Source: an optimization exercise on an open RTL-to-GDS flow (aim: small area, a short achievable clock period and few clock cycles). Production flows keep margins and buffers that such runs may drop. The RTL was checked by simulation tests, not by an equivalence proof against the original design. Power is estimated from default activity; no workload was simulated.

[flow/design.v]
module fadd (
  input               CLK   ,
  input               RSTn  ,
  input               DVI   ,
  input        [15:0] A     ,
  input        [15:0] B     ,
  output logic        DVO   ,
  output logic [ 5:0] S_TYPE,  
  output logic [15:0] S
);
  localparam logic [4:0] CUTS = 5'b11111;
  logic        ea_max, eb_max, a_nan, b_nan, a_inf, b_inf;
  logic [ 1:0] s0_spec;       
  logic        s0_swap;       
  logic        s0_sign, s0_esub;
  always_comb begin
    ea_max = &A[14:10];
    eb_max = &B[14:10];
    a_nan  = ea_max & (|A[9:0]);
    b_nan  = eb_max & (|B[9:0]);
    a_inf  = ea_max & ~(|A[9:0]);
    b_inf  = eb_max & ~(|B[9:0]);
    if ((a_nan & ~A[9]) | (b_nan & ~B[9]))
      s0_spec = 2'b01;
    else if (a_nan | b_nan | (a_inf & b_inf & (A[15] ^ B[15])))
      s0_spec = 2'b10;
    else if (a_inf | b_inf)
      s0_spec = 2'b11;
    else
      s0_spec = 2'b00;
    s0_swap = B[14:0] > A[14:0];
    if (s0_spec != 2'b00)
      s0_sign = ea_max ? A[15] : B[15];
    else
      s0_sign = s0_swap ? B[15] : A[15];
    s0_esub = A[15] ^ B[15];
  end
  logic [ 1:0] c1_spec;
  logic        c1_sign, c1_esub, c1_swap;
  logic [14:0] c1_a, c1_b;
  if (CUTS[0]) begin : g_c1
    always_ff @(posedge CLK) begin
      c1_spec <= s0_spec; c1_sign <= s0_sign; c1_esub <= s0_esub;
      c1_swap <= s0_swap; c1_a <= A[14:0]; c1_b <= B[14:0];
    end
  end else begin : g_n1
    always_comb begin
      c1_spec = s0_spec; c1_sign = s0_sign; c1_esub = s0_esub;
      c1_swap = s0_swap; c1_a = A[14:0]; c1_b = B[14:0];
    end
  end
  logic [ 4:0] eff_a, eff_b, d_ab, d_ba, d_l, s1_eff;
  logic [ 3:0] sh;            
  logic [10:0] sig_a, sig_b, s1_sigl, sigs;
  logic [11:0] s1_ys;
  logic        s1_sticky;
  always_comb begin
    eff_a = {c1_a[14:11], c1_a[10] | ~(|c1_a[14:10])};
    eff_b = {c1_b[14:11], c1_b[10] | ~(|c1_b[14:10])};
    d_ab  = eff_a - eff_b;
    d_ba  = eff_b - eff_a;
    sig_a = {|c1_a[14:10], c1_a[9:0]};
    sig_b = {|c1_b[14:10], c1_b[9:0]};
    d_l     = c1_swap ? d_ba  : d_ab;
    sh      = d_l[3:0] | {4{d_l[4]}};
    s1_eff  = c1_swap ? eff_b : eff_a;
    s1_sigl = c1_swap ? sig_b : sig_a;
    sigs    = c1_swap ? sig_a : sig_b;
    s1_ys     = {sigs, 1'b0} >> sh;
    s1_sticky = 1'b0;
    for (int i = 0; i < 11; i++)
      if (4'(i + 1) < sh)
        s1_sticky = s1_sticky | sigs[i];
  end
  logic [ 1:0] c2_spec;
  logic        c2_sign, c2_esub, c2_sticky;
  logic [ 4:0] c2_eff;
  logic [10:0] c2_sigl;
  logic [11:0] c2_ys;
  if (CUTS[1]) begin : g_c2
    always_ff @(posedge CLK) begin
      c2_spec <= c1_spec; c2_sign <= c1_sign; c2_esub <= c1_esub;
      c2_eff  <= s1_eff;  c2_sigl <= s1_sigl;
      c2_ys   <= s1_ys;   c2_sticky <= s1_sticky;
    end
  end else begin : g_n2
    always_comb begin
      c2_spec = c1_spec; c2_sign = c1_sign; c2_esub = c1_esub;
      c2_eff  = s1_eff;  c2_sigl = s1_sigl;
      c2_ys   = s1_ys;   c2_sticky = s1_sticky;
    end
  end
  logic [14:0] s2_sum;
  logic [13:0] s2_x;
  logic [ 4:0] s2_effp1;
  always_comb begin
    s2_sum   = {1'b0, c2_sigl, 2'b00, 1'b1} + {c2_esub, {c2_ys, c2_sticky} ^ {13{c2_esub}}, c2_esub};
    s2_x     = s2_sum[14:1];
    s2_effp1 = c2_eff + 5'd1;
  end
  logic [ 1:0] c3_spec;
  logic        c3_sign;
  logic [ 4:0] c3_effp1;      
  logic [13:0] c3_x;
  if (CUTS[2]) begin : g_c3
    always_ff @(posedge CLK) begin
      c3_spec <= c2_spec; c3_sign <= c2_sign; c3_effp1 <= s2_effp1; c3_x <= s2_x;
    end
  end else begin : g_n3
    always_comb begin
      c3_spec = c2_spec; c3_sign = c2_sign; c3_effp1 = s2_effp1; c3_x = s2_x;
    end
  end
  logic [12:0] wm, lim;
  logic [ 3:0] s3_k;
  logic        s3_sub, s3_ovf, s3_zero;
  always_comb begin
    lim = '0;
    for (int i = 0; i < 13; i++)
      if (c3_effp1 >= 5'(13 - i))
        lim[i] = 1'b1;
    s3_sub = ~(|(c3_x[13:1] & lim));
    wm = c3_x[13:1];
    for (int i = 0; i < 13; i++)
      if (c3_effp1 == 5'(13 - i))
        wm[i] = 1'b1;
    s3_k = 4'd13;
    for (int i = 0; i < 13; i++)
      if (wm[i])
        s3_k = 4'(12 - i);
    s3_ovf = (c3_x[13] & (c3_effp1 == 5'd31)) |
             (c3_x[13] & (c3_effp1 == 5'd30) & (&c3_x[12:3]) & (|c3_x[2:0])) |
             (~c3_x[13] & c3_x[12] & (c3_effp1 == 5'd31) & (&c3_x[11:2]) & (|c3_x[1:0]));
    s3_zero = ~(|c3_x[13:1]);
  end
  logic [ 1:0] c4_spec;
  logic        c4_sign, c4_sub, c4_ovf, c4_zero;
  logic [ 4:0] c4_effp1;
  logic [12:0] c4_w;
  logic [ 3:0] c4_k;
  if (CUTS[3]) begin : g_c4
    always_ff @(posedge CLK) begin
      c4_spec <= c3_spec; c4_sign <= c3_sign; c4_effp1 <= c3_effp1; c4_w <= c3_x[13:1];
      c4_k <= s3_k; c4_sub <= s3_sub; c4_ovf <= s3_ovf; c4_zero <= s3_zero;
    end
  end else begin : g_n4
    always_comb begin
      c4_spec = c3_spec; c4_sign = c3_sign; c4_effp1 = c3_effp1; c4_w = c3_x[13:1];
      c4_k = s3_k; c4_sub = s3_sub; c4_ovf = s3_ovf; c4_zero = s3_zero;
    end
  end
  logic [12:0] n;
  logic [ 4:0] e_n;
  logic [15:0] s4_s;
  logic [ 5:0] s4_t;
  always_comb begin
    n   = c4_w << c4_k;
    e_n = c4_sub ? 5'd0 : c4_effp1 - {1'b0, c4_k};
    s4_s[15] = c4_sign;
    case (c4_spec)
      2'b01: begin s4_s[14:0] = 15'h7FFF; s4_t = 6'b000001; end
      2'b10: begin s4_s[14:0] = 15'h7FFF; s4_t = 6'b000010; end
      2'b11: begin s4_s[14:0] = 15'h7C00; s4_t = 6'b000100; end
      default:
        if (c4_ovf) begin
          s4_s[14:0] = 15'h7C00; s4_t = 6'b000100;
        end else begin
          s4_s[14:0] = {e_n, n[11:2]};
          if (!c4_sub)
            s4_t = 6'b100000;
          else if (!c4_zero)
            s4_t = 6'b010000;
          else
            s4_t = 6'b001000;
        end
    endcase
  end
  if (CUTS[4]) begin : g_c5
    always_ff @(posedge CLK) begin
      S <= s4_s; S_TYPE <= s4_t;
    end
  end else begin : g_n5
    always_comb begin
      S = s4_s; S_TYPE = s4_t;
    end
  end
  localparam int LAT = int'(CUTS[0]) + int'(CUTS[1]) + int'(CUTS[2]) + int'(CUTS[3]) + int'(CUTS[4]);
  logic [LAT:0] dv;
  always_comb dv[0] = DVI;
  always_ff @(negedge RSTn, posedge CLK)
    if (!RSTn)
      dv[LAT:1] <= '0;
    else
      dv[LAT:1] <= dv[LAT-1:0];
  always_comb DVO = dv[LAT];
endmodule
[flow/flow/run.sh]
#!/bin/bash
# The standard layout, except: no full/half-adder cell extraction before ABC
# (ADDER_MAP_FILE empty), smaller, faster buffers (buf_2) on the ports, and
# a clock tree of clkbuf_8 without dummy loads.
set -o pipefail
bash standard.sh ADDER_MAP_FILE= \
  "BUFFER_PORTS_ARGS=-buffer_cell sky130_fd_sc_hd__buf_2" \
  "CTS_ARGS=-sink_clustering_enable -repair_clock_nets -buf_list sky130_fd_sc_hd__clkbuf_8 -dont_use_dummy_load" \
  finish > orfs_flow.log 2>&1
[flow/standard.sh]
#!/bin/bash
# synth_recipe.tcl (not shown) runs the flow's synth.tcl, then flattens the netlist and writes it again
# the make line also repeats each setting of config.mk as NAME=value (left out here)
make -C /OpenROAD-flow-scripts/flow DESIGN_CONFIG=/design/flow/config.mk WORK_HOME=/design/flow/orfs CLKGATE_MAP_FILE= SYNTH_SCRIPT=/design/flow/synth_recipe.tcl "${@:-finish}"
[flow/config.mk]
export PLATFORM = sky130hd
export DESIGN_NAME = fadd
export DESIGN_NICKNAME = fadd
export VERILOG_FILES = /design/flow/design.v
export SDC_FILE = /design/flow/constraint.sdc
export NUM_CORES = 8
export LEC_CHECK = 0
export ABC_AREA = 1
export CAP_MARGIN = 20
export CORE_MARGIN = 2
export CORE_UTILIZATION = 60
export CTS_BUF_LIST = sky130_fd_sc_hd__clkbuf_8
export GPL_TIMING_DRIVEN = 0
export SETUP_SLACK_MARGIN = 4.2
export SLEW_MARGIN = 20
[flow/constraint.sdc]
create_clock -name core_clock -period 6.5 [get_ports {CLK}]
set_input_delay 1.3000 -clock core_clock [delete_from_list [all_inputs] [get_ports {CLK}]]
set_output_delay 1.3000 -clock core_clock [all_outputs]
set_load 0.01 [all_outputs]
==> run_results.csv, run 1 <==
group,metric,value,unit
run_status,outcome,"no timing/DRC/antenna violations",
synthesis,synthCells,933,
sta,setup-violations-final,0,
clock_network,clk_path_buf_depth,2,
setup_path,cp_cell_sequence,"buf_2, inv_1, nand2_1, o21ai_0, nor3b_1, nand2_1, nor4_2, nand4_1, nand2_2, nand2_1, nand2_1, o21bai_1",
synthesis,synth_top_family_by_area,"simple AND/OR/NAND/NOR gates",
sta,clock.fmax,433.0,MHz
job,maxCapViolCount,0,
synthesis,synth_fp_nets,968,
synthesis,ys.flop_type,"dfxtp_1",
synthesis,synthSimpleGateAreaFrac,28.31,%
layout,diodes,0,
placement,placed_cell_area,7207,um2
die,dieHeight,109.9,um
layout,finalInstanceArea,7537,um2
setup_path,cp.required,6.84,ns
setup_path,path_max_fanout,3,
setup_path,slowest_delay,0.29,ns
die,dieArea,12080,um2
routing,drt-initial-drc-count,419,
synthesis,synth_compound_area_share,13.28,%
layout,area_delta_synth_final,12.03,%
setup_path,startpoint,"A[3]",
synthesis,avgSynthCellArea,7.211,um2
clock_network,cts_buffers,17,
sta,worst_pin_slew,0.7213,ns
layout,regArea,2915,um2
power_and_ir_drop,ir_drop,0.2492,mV
sta,rsz0062_at_grt,"true",
clock_network,clkTransAtPathRegs,0.08,ns
sta,tns,0,ns
global_route,grt_overflow_total,0,
setup_path,endpoint_kind,"register",
setup_path,crit_family,"simple AND/OR/NAND/NOR gates",
synthesis,synth.area.mux_share,0.5951,%
setup_path,cp-start-kind,"input port",
clock_network,insertion_delay,0.46,ns
routing,vias,6198,
synthesis,synth_xor_area_share,5.077,%
clock_network,h-tree-depth,4,
hold_path,min-delay-start,"c4_sign$_DFF_P_",
synthesis,synth.distinct_cells,50,
clock_network,cts_root_buffer,"clkbuf_8",
setup_path,critPathMostFrequentCell,"nand2_1",
synthesis,async_flop_share,3.472,%
hold_path,hold_path.class,"register to register",
clock_network,cts_tree,"done",
routing,first_pass_iters,6,
placement,port_buffers,57,
synthesis,netlist_area,6728,um2
clock_network,postCtsHoldBufs,0,
die,num_io_pins,58,
setup_path,rr_startpoint,"c1_b[12]$_DFF_P_",
global_route,grt_max_degree,17,
sta,finalCriticalPeriod,2.310,ns
die,start_util,61.79,%
layout,multi_input_area,3276,um2
routing,wl_per_cell,14.05,um
synthesis,ys_warn_count,1,
global_route,grt_pass1_vias,5699,
placement,dp_cells,1130,
sta,relSlewSlack,51.41,%
layout,layout.nets,1045,
synthesis,synthAdderAreaFrac,0,%
power_and_ir_drop,p_per_area,366.3,nW/um2
routing,drc,0,
placement,gp_congestion,0.9165,
setup_path,crit_path_top_delay_cell,"nor4_2",
sta,worst_clock_skew,0.02702,ns
layout,n_fill_cell,884,
placement,hpwl,12570,um
sta,final.period_utilization,35.53,%
die,die_w,109.9,um
clock_network,cts.sinks,144,
setup_path,worstPathBufferInverterCount,2,
synthesis,synth_edf_count,0,
routing,ant_nets,0,
power_and_ir_drop,power,2761,uW
die,core_area,10890,um2
synthesis,synth-seq-cells,144,
global_route,antenna_found_initial,0,
routing,wl,16120,um
synthesis,ys_seq_area_share,43.22,%
die,fp-row-count,38,
global_route,grt.total_usage,28.00,%
setup_path,crit_type,"input port to register",
power_and_ir_drop,p_leak,0.003721,uW
sta,maxSlewViolCount,0,
layout,drive_above_1_share,14.48,%
routing,viasPerCell,5.399,
layout,fin_cells,1148,
setup_path,arrival,2.65,ns
global_route,grt_pass1_wl,25830,um
sta,hold_viol,0,
metrics by stage:
| stage | hold WS, ns | setup slack [ns] | util, % |
|---|---|---|---|
| final | 0.3299 | 4.190 | 69.23 |
| after global routing | 0.3348 | 4.103 | 69.23 |
| after CTS | 0.3302 | 4.214 | 68.42 |
| after detailed placement | 0.3128 | 3.622 | 66.19 |
| after global placement | 0.3108 | 3.682 | 66.19 |
| after floorplan | 0.3096 | 4.090 | - |
area by class of cell:
cell class                      count  area share [%]
Multi-Input combinational cell    631           43.46
Sequential cell                   144           38.68
Inverter                          136           6.773
Timing Repair Buffer               58           3.884
Clock buffer                       17           3.104
Tap cell                          140           2.324
Buffer                             22           1.776
placed cells by master, fill, tap and decap left out, drive strengths merged:
| master | synthesis | layout |
|---|---|---|
| a21oi | 32 | 32 |
| dfrtp | 5 | 5 |
| nand4 | 13 | 13 |
| a31oi | 6 | 6 |
| a21boi | 1 | 1 |
| nor2 | 94 | 94 |
| and3 | 1 | 1 |
| nand3 | 61 | 61 |
| xor2 | 15 | 15 |
| a211oi | 3 | 3 |
| nand2 | 233 | 233 |
| o211ai | 19 | 19 |
| mux2i | 4 | 4 |
| o22ai | 2 | 2 |
| nor3 | 15 | 15 |
| or4 | 1 | 1 |
| o21a | 1 | 1 |
| o221ai | 1 | 1 |
| or2 | 10 | 10 |
| nor4 | 9 | 9 |
| buf | 9 | 68 |
| clkbuf | 13 | 29 |
| o21bai | 2 | 2 |
| nor3b | 1 | 1 |
| and2 | 1 | 1 |
| o311ai | 1 | 1 |
| inv | 136 | 136 |
| a221oi | 1 | 1 |
| dfxtp | 139 | 139 |
| a211o | 1 | 1 |
| o21ai | 72 | 72 |
| o31ai | 5 | 5 |
| a21o | 1 | 1 |
| or3 | 1 | 1 |
| xnor2 | 24 | 24 |
flip-flops by register name (all words and copies together), names as in the netlist, 2 cells and up:
| register | cells |
|---|---|
| c1_spec | 2 |
| S | 16 |
| c4_effp1 | 5 |
| dv | 5 |
| c3_x | 14 |
| c4_k | 4 |
| c1_b | 15 |
| c3_effp1 | 5 |
| c4_spec | 2 |
| c1_a | 15 |
| c2_spec | 2 |
| c3_spec | 2 |
| c2_sigl | 11 |
| c2_ys | 12 |
| S_TYPE | 6 |
| c2_eff | 5 |
| c4_w | 12 |
where the power goes:
part	internal, uW	switching (uW)	leakage (uW)	total (uW)
combinational	383	667	0.00238	1050
sequential	1090	119	0.00122	1210
clock	230	275	0.000122	505
final timing paths:
path,cells past startpoint,slack [ns],to
worst min register to register,0,0.33,S[15]$_DFF_P_
worst min-delay path,0,0.33,S[15]$_DFF_P_
min in group asynchronous,1,0.67,dv[1]$_DFF_PN0_
worst max-delay path,12,4.19,c1_sign$_DFF_P_
worst max register to register,17,4.35,c2_ys[0]$_DFF_P_
max in group asynchronous,1,5.69,dv[4]$_DFF_PN0_
synthesized netlist by cell type, types with 10 or more instances:
cell type	number	area, um2
nor3_1	15	75.07
dfxtp_1	139	2783
xor2_1	15	131.4
a21oi_1	30	150.1
nand2_1	226	848.3
nand4_1	13	81.33
o21ai_0	62	310.3
o211ai_1	11	82.58
nor2_1	91	341.6
xnor2_1	24	210.2
inv_1	131	491.7
clkbuf_1	13	48.80
o21ai_1	10	50.05
nand3_1	58	290.3
cells by family (layout without fill, tap and decap cells):
kind of cell	Yosys count	after routing
simple gates	440	440
xor+xnor	39	39
buf+inv	158	233
compound gates	148	148
mux	4	4
flops	144	144
timing repair:
action,4_1_cts,5_1_grt
gates resized for setup,2,30
setup endpoints to repair,1,20
buffers inserted,0,1
pin swaps,0,7
layer usage:
| layer | routed length, um | vias to the layer above | global-route usage, % |
|---|---|---|---|
| met5 | 0 | - | 0 |
| met4 | 717 | 0 | 16.37 |
| met3 | 864 | 44 | 4.742 |
| met2 | 8230 | 234 | 50.44 |
| met1 | 6313 | 2778 | 30.67 |
| li1 | - | 3142 | - |
Testbench counts, summed over its fixed seeds: cycles 4,136.
==> inputs of run 2 (changes only) <==
--- a/flow/design.v
+++ b/flow/design.v
@@ -9,52 +9,48 @@
   output logic [15:0] S
 );
   localparam logic [4:0] CUTS = 5'b11111;
-  logic        ea_max, eb_max, a_nan, b_nan, a_inf, b_inf;
-  logic [ 1:0] s0_spec;       
   logic        s0_swap;       
-  logic        s0_sign, s0_esub;
-  always_comb begin
-    ea_max = &A[14:10];
-    eb_max = &B[14:10];
-    a_nan  = ea_max & (|A[9:0]);
-    b_nan  = eb_max & (|B[9:0]);
-    a_inf  = ea_max & ~(|A[9:0]);
-    b_inf  = eb_max & ~(|B[9:0]);
-    if ((a_nan & ~A[9]) | (b_nan & ~B[9]))
-      s0_spec = 2'b01;
-    else if (a_nan | b_nan | (a_inf & b_inf & (A[15] ^ B[15])))
-      s0_spec = 2'b10;
-    else if (a_inf | b_inf)
-      s0_spec = 2'b11;
-    else
-      s0_spec = 2'b00;
+  always_comb
     s0_swap = B[14:0] > A[14:0];
-    if (s0_spec != 2'b00)
-      s0_sign = ea_max ? A[15] : B[15];
-    else
-      s0_sign = s0_swap ? B[15] : A[15];
-    s0_esub = A[15] ^ B[15];
-  end
-  logic [ 1:0] c1_spec;
-  logic        c1_sign, c1_esub, c1_swap;
-  logic [14:0] c1_a, c1_b;
+  logic        c1_swap;
+  logic [15:0] c1_a, c1_b;
   if (CUTS[0]) begin : g_c1
     always_ff @(posedge CLK) begin
-      c1_spec <= s0_spec; c1_sign <= s0_sign; c1_esub <= s0_esub;
-      c1_swap <= s0_swap; c1_a <= A[14:0]; c1_b <= B[14:0];
+      c1_swap <= s0_swap; c1_a <= A; c1_b <= B;
     end
   end else begin : g_n1
     always_comb begin
-      c1_spec = s0_spec; c1_sign = s0_sign; c1_esub = s0_esub;
-      c1_swap = s0_swap; c1_a = A[14:0]; c1_b = B[14:0];
+      c1_swap = s0_swap; c1_a = A; c1_b = B;
     end
   end
+  logic        ea_max, eb_max, a_nan, b_nan, a_inf, b_inf;
+  logic [ 1:0] s1_spec;       
+  logic        s1_sign, s1_esub;
   logic [ 4:0] eff_a, eff_b, d_ab, d_ba, d_l, s1_eff;
   logic [ 3:0] sh;            
   logic [10:0] sig_a, sig_b, s1_sigl, sigs;
   logic [11:0] s1_ys;
   logic        s1_sticky;
   always_comb begin
+    ea_max = &c1_a[14:10];
+    eb_max = &c1_b[14:10];
+    a_nan  = ea_max & (|c1_a[9:0]);
+    b_nan  = eb_max & (|c1_b[9:0]);
+    a_inf  = ea_max & ~(|c1_a[9:0]);
+    b_inf  = eb_max & ~(|c1_b[9:0]);
+    if ((a_nan & ~c1_a[9]) | (b_nan & ~c1_b[9]))
+      s1_spec = 2'b01;
+    else if (a_nan | b_nan | (a_inf & b_inf & (c1_a[15] ^ c1_b[15])))
+      s1_spec = 2'b10;
+    else if (a_inf | b_inf)
+      s1_spec = 2'b11;
+    else
+      s1_spec = 2'b00;
+    if (s1_spec != 2'b00)
+      s1_sign = ea_max ? c1_a[15] : c1_b[15];
+    else
+      s1_sign = c1_swap ? c1_b[15] : c1_a[15];
+    s1_esub = c1_a[15] ^ c1_b[15];
     eff_a = {c1_a[14:11], c1_a[10] | ~(|c1_a[14:10])};
     eff_b = {c1_b[14:11], c1_b[10] | ~(|c1_b[14:10])};
     d_ab  = eff_a - eff_b;
@@ -79,13 +75,13 @@
   logic [11:0] c2_ys;
   if (CUTS[1]) begin : g_c2
     always_ff @(posedge CLK) begin
-      c2_spec <= c1_spec; c2_sign <= c1_sign; c2_esub <= c1_esub;
+      c2_spec <= s1_spec; c2_sign <= s1_sign; c2_esub <= s1_esub;
       c2_eff  <= s1_eff;  c2_sigl <= s1_sigl;
       c2_ys   <= s1_ys;   c2_sticky <= s1_sticky;
     end
   end else begin : g_n2
     always_comb begin
-      c2_spec = c1_spec; c2_sign = c1_sign; c2_esub = c1_esub;
+      c2_spec = s1_spec; c2_sign = s1_sign; c2_esub = s1_esub;
       c2_eff  = s1_eff;  c2_sigl = s1_sigl;
       c2_ys   = s1_ys;   c2_sticky = s1_sticky;
     end
==> run_results.csv, run 2 <==
group,metric,value,unit
placement,gp_congestion,0.9511,
sta,maxSlewViolCount,0,
synthesis,synth_area_leaders,"dfxtp_1 41%, nand2_1 13%, inv_1 6.4%",
setup_path,endpoint_kind,"register",
power_and_ir_drop,p_comb_share,39.2,%
power_and_ir_drop,sequentialPowerShare,43.0,%
placement,hpwl,12190,um
clock_network,postCtsHoldBufs,0,
layout,mostFrequentLayoutCells,"235 x nand2_1, 130 x dfxtp_1, 114 x inv_1, 84 x nor2_1, 61 x o21ai_0",
die,core_area,10840,um2
global_route,grt_pass1_wl,25140,um
layout,top_regs,"S x16, c1_a x16, c1_b x16",
layout,area_delta_synth_final,13.83,%
run_status,outcome,"no timing/DRC/antenna violations",
setup_path,critPathMostFrequentCell,"nand2_4",
clock_network,cts_tree,"done",
layout,layout.nets,1048,
die,dieHeight,109.3,um
hold_path,hold_path.class,"register to register",
clock_network,h-tree-depth,4,
power_and_ir_drop,p_int,1704,uW
setup_path,cp-start-kind,"register",
synthesis,synth_top_area_share,41.25,%
sta,clock.fmax,448.8,MHz
synthesis,synth_fp_nets,960,
routing,ant_nets,0,
clock_network,clkTransAtPathRegs,0.08,ns
sta,finalCriticalPeriod,2.228,ns
sta,worst_clock_skew,0.02808,ns
global_route,grtUsageMet2,49.65,%
setup_path,crit_type,"register to register",
sta,setup-violations-final,0,
synthesis,synth_top_area_cell,"dfxtp_1",
routing,vias,6136,
die,die_w,109.3,um
global_route,grt_pass1_vias,5616,
power_and_ir_drop,clockPowerShare,17.8,%
global_route,use_met3,6.216,%
routing,viasPerCell,5.331,
routing,wl,15470,um
global_route,grt.total_usage,27.33,%
die,num_io_pins,58,
job,maxCapViolCount,0,
global_route,met1_usage,31.37,%
power_and_ir_drop,ir_drop,0.2444,mV
power_and_ir_drop,swShare,38.55,%
synthesis,netlist_area,6649,um2
clock_network,insertion_delay,0.45,ns
synthesis,synth-seq-cells,142,
global_route,antenna_found_initial,0,
synthesis,synth.distinct_cells,43,
global_route,gr-max-usage-layer,"met2",
sta,tns,0,ns
setup_path,path_max_fanout,6,
synthesis,ys_top_cells_by_count,"239 x nand2_1, 137 x dfxtp_1, 114 x inv_1",
sta,rsz0062_at_grt,"true",
sta,final.period_utilization,34.28,%
sta,hold_viol,0,
setup_path,cp_cell_sequence,"nor2_4, nand3_2, nand2_2, nand3_2, nand2_1, nand2_2, nand2_2, nand2_4, nand2_4, nand2_4, nand2_8, nand2_8, buf_8, nand2_4, o21ai_2, nand2_1, o21ai_2, nand2_1, nand3_2",
synthesis,synthCells,925,
sta,relSlewSlack,41.38,%
die,start_util,61.33,%
power_and_ir_drop,p_per_area,366.4,nW/um2
setup_path,slowest_delay,0.36,ns
setup_path,cp.required,6.81,ns
setup_path,crit_path_top_delay_cell,"dfxtp_2",
sta,worst_pin_slew,0.8701,ns
clock_network,clk_path_buf_depth,2,
die,fp-row-count,38,
layout,drive_above_1_share,16.42,%
synthesis,avgSynthCellArea,7.188,um2
placement,port_buffers,57,
routing,first_pass_iters,5,
power_and_ir_drop,p_sw,1069,uW
layout,diodes,0,
synthesis,ys_seq_area_share,43.13,%
sta,worst_hold_slack,0.3194,ns
clock_network,cts_buffers,17,
clock_network,cts.sinks,142,
setup_path,arrival,2.54,ns
routing,wl_per_cell,13.44,um
die,dieArea,11940,um2
routing,drc,0,
synthesis,async_flop_share,3.521,%
synthesis,ys.flop_type,"dfxtp_1",
power_and_ir_drop,p_leak,0.003718,uW
global_route,grt_max_degree,17,
synthesis,synth_most_common_cell,"nand2_1",
synthesis,synth_edf_count,0,
layout,final_common_cell,"nand2_1",
synthesis,ys_warn_count,1,
global_route,grt_overflow_total,0,
routing,drt-initial-drc-count,461,
clock_network,cts_root_buffer,"clkbuf_8",
## run 2: changes by cell type after synthesis, sizes merged, moves of 3 or more
cell / delta
or2: +4
a21oi: -5
o211ai: -5
nand2: +22
nand3b: +3
inv: -13
nor3: -4
a211oi: -3
## run 2: cells by family after synthesis
group	synth area share [%]
AO/OA/AOI/OAI	11.69
XOR/XNOR	5.269
buffers and inverters	8.675
flip-flops	43.13
multiplexers	0.6210
AND/OR/NAND/NOR	30.62
## run 2: power groups by stage
| stage | combinational [uW] | sequential, uW | clock, uW |
|---|---|---|---|
| floorplan | 751 | 1200 | 0 |
| global placement | 1010 | 1200 | 0 |
| detailed placement | 1030 | 1210 | 0 |
| CTS | 1040 | 1190 | 505 |
| global route | 1220 | 1210 | 543 |
| finish | 1090 | 1190 | 493 |
## run 2: critical path: cells and delay by family, from the launching register on
family / cells / cell delay (ns)
AND/OR/NAND/NOR: 16 / 1.45
flip-flops: 1 / 0.36
buffers and inverters: 1 / 0.14
AO/OA/AOI/OAI: 2 / 0.14
## run 2: cell type report
class                           instances  area (um2)
Sequential cell                       142        2879
Clock buffer                           17       234.0
Tap cell                              140       175.2
Fill cell                             910        3272
Buffer                                 21       121.4
Timing Repair Buffer                   69       392.9
Inverter                              123       461.7
Multi-Input combinational cell        639        3304
## run 2: metal layers
layer  vias to the layer above  share of wire, %
met5                         -                 0
met2                       221                51
met4                         0               2.2
met1                      2756                41
li1                       3122                 -
met3                        37               5.5
## run 2: path summary, 6_finish.rpt
check | startpoint | to | slack (ns) | depth (start not counted)
worst max register to register | c1_b[13]$_DFF_P_ | c2_ys[1]$_DFF_P_ | 4.27 | 19
worst min-delay path | c3_x[3]$_DFF_P_ | c4_w[2]$_DFF_P_ | 0.32 | 0
worst max-delay path | c1_b[13]$_DFF_P_ | c2_ys[1]$_DFF_P_ | 4.27 | 19
min in group asynchronous | RSTn | dv[2]$_DFF_PN0_ | 0.66 | 1
max in group asynchronous | RSTn | dv[4]$_DFF_PN0_ | 5.70 | 1
worst min register to register | c3_x[3]$_DFF_P_ | c4_w[2]$_DFF_P_ | 0.32 | 0
## run 2: what timing repair did
| item | in CTS | in global routing |
|---|---|---|
| hold endpoints to repair | 0 | 0 |
| cloned | 0 | 1 |
| pin swaps | 2 | 17 |
| buffers inserted | 2 | 9 |
| setup endpoints to repair | 2 | 14 |
| resized for setup | 3 | 32 |
## run 2: stage by stage
step	total power [uW]	worst slack, ns	instance area (um2)	std cells	utilization [%]
after detailed placement	2238	3.978	7109	1122	65.58
after CTS	2736	4.226	7367	1141	67.96
after floorplan	1947	4.207	6649	925	-
after global routing	2972	4.113	7569	1151	69.82
after global placement	2210	3.994	7109	1122	65.58
final	2773	4.272	7569	1151	69.82
Testbench counts of run 2, summed over its fixed seeds: cycles 4,136.

afterwards: timing with drivers on the ports:
How much do the figures lean on ideal ports? The routed layouts below were timed once more, with nothing changed but the port constraints. Step 1 sets driving cells, clkbuf_16 on the clock port and buf_2 on the other inputs (assumed; they add their load-dependent delay and slew). Step 2, shift: input delay + t, output delay - t, t = (earliest + latest rising clock arrival at the registers) / 2. This alone moves slack from input paths to output paths. a / b / c = ideal / step 1 / step 2; a / b = the first two.
run	t, ns	slack for setup (ns)	worst hold slack (ns)	latest minus earliest clock arrival (ns)	slew at the worst register clock pin (ns)
run 1	0.477	4.190 / 4.204 / 3.728	0.330 / 0.330 / 0.330	0.027 / 0.027	0.08 / 0.08
run 2	0.479	4.272 / 4.233 / 3.947	0.319 / 0.319 / 0.319	0.030 / 0.029	0.08 / 0.08
After both steps every run listed still meets setup and hold. The setup slack of run 1, which loses most, moves by +0.014 ns with the drivers and by -0.462 ns with both steps.
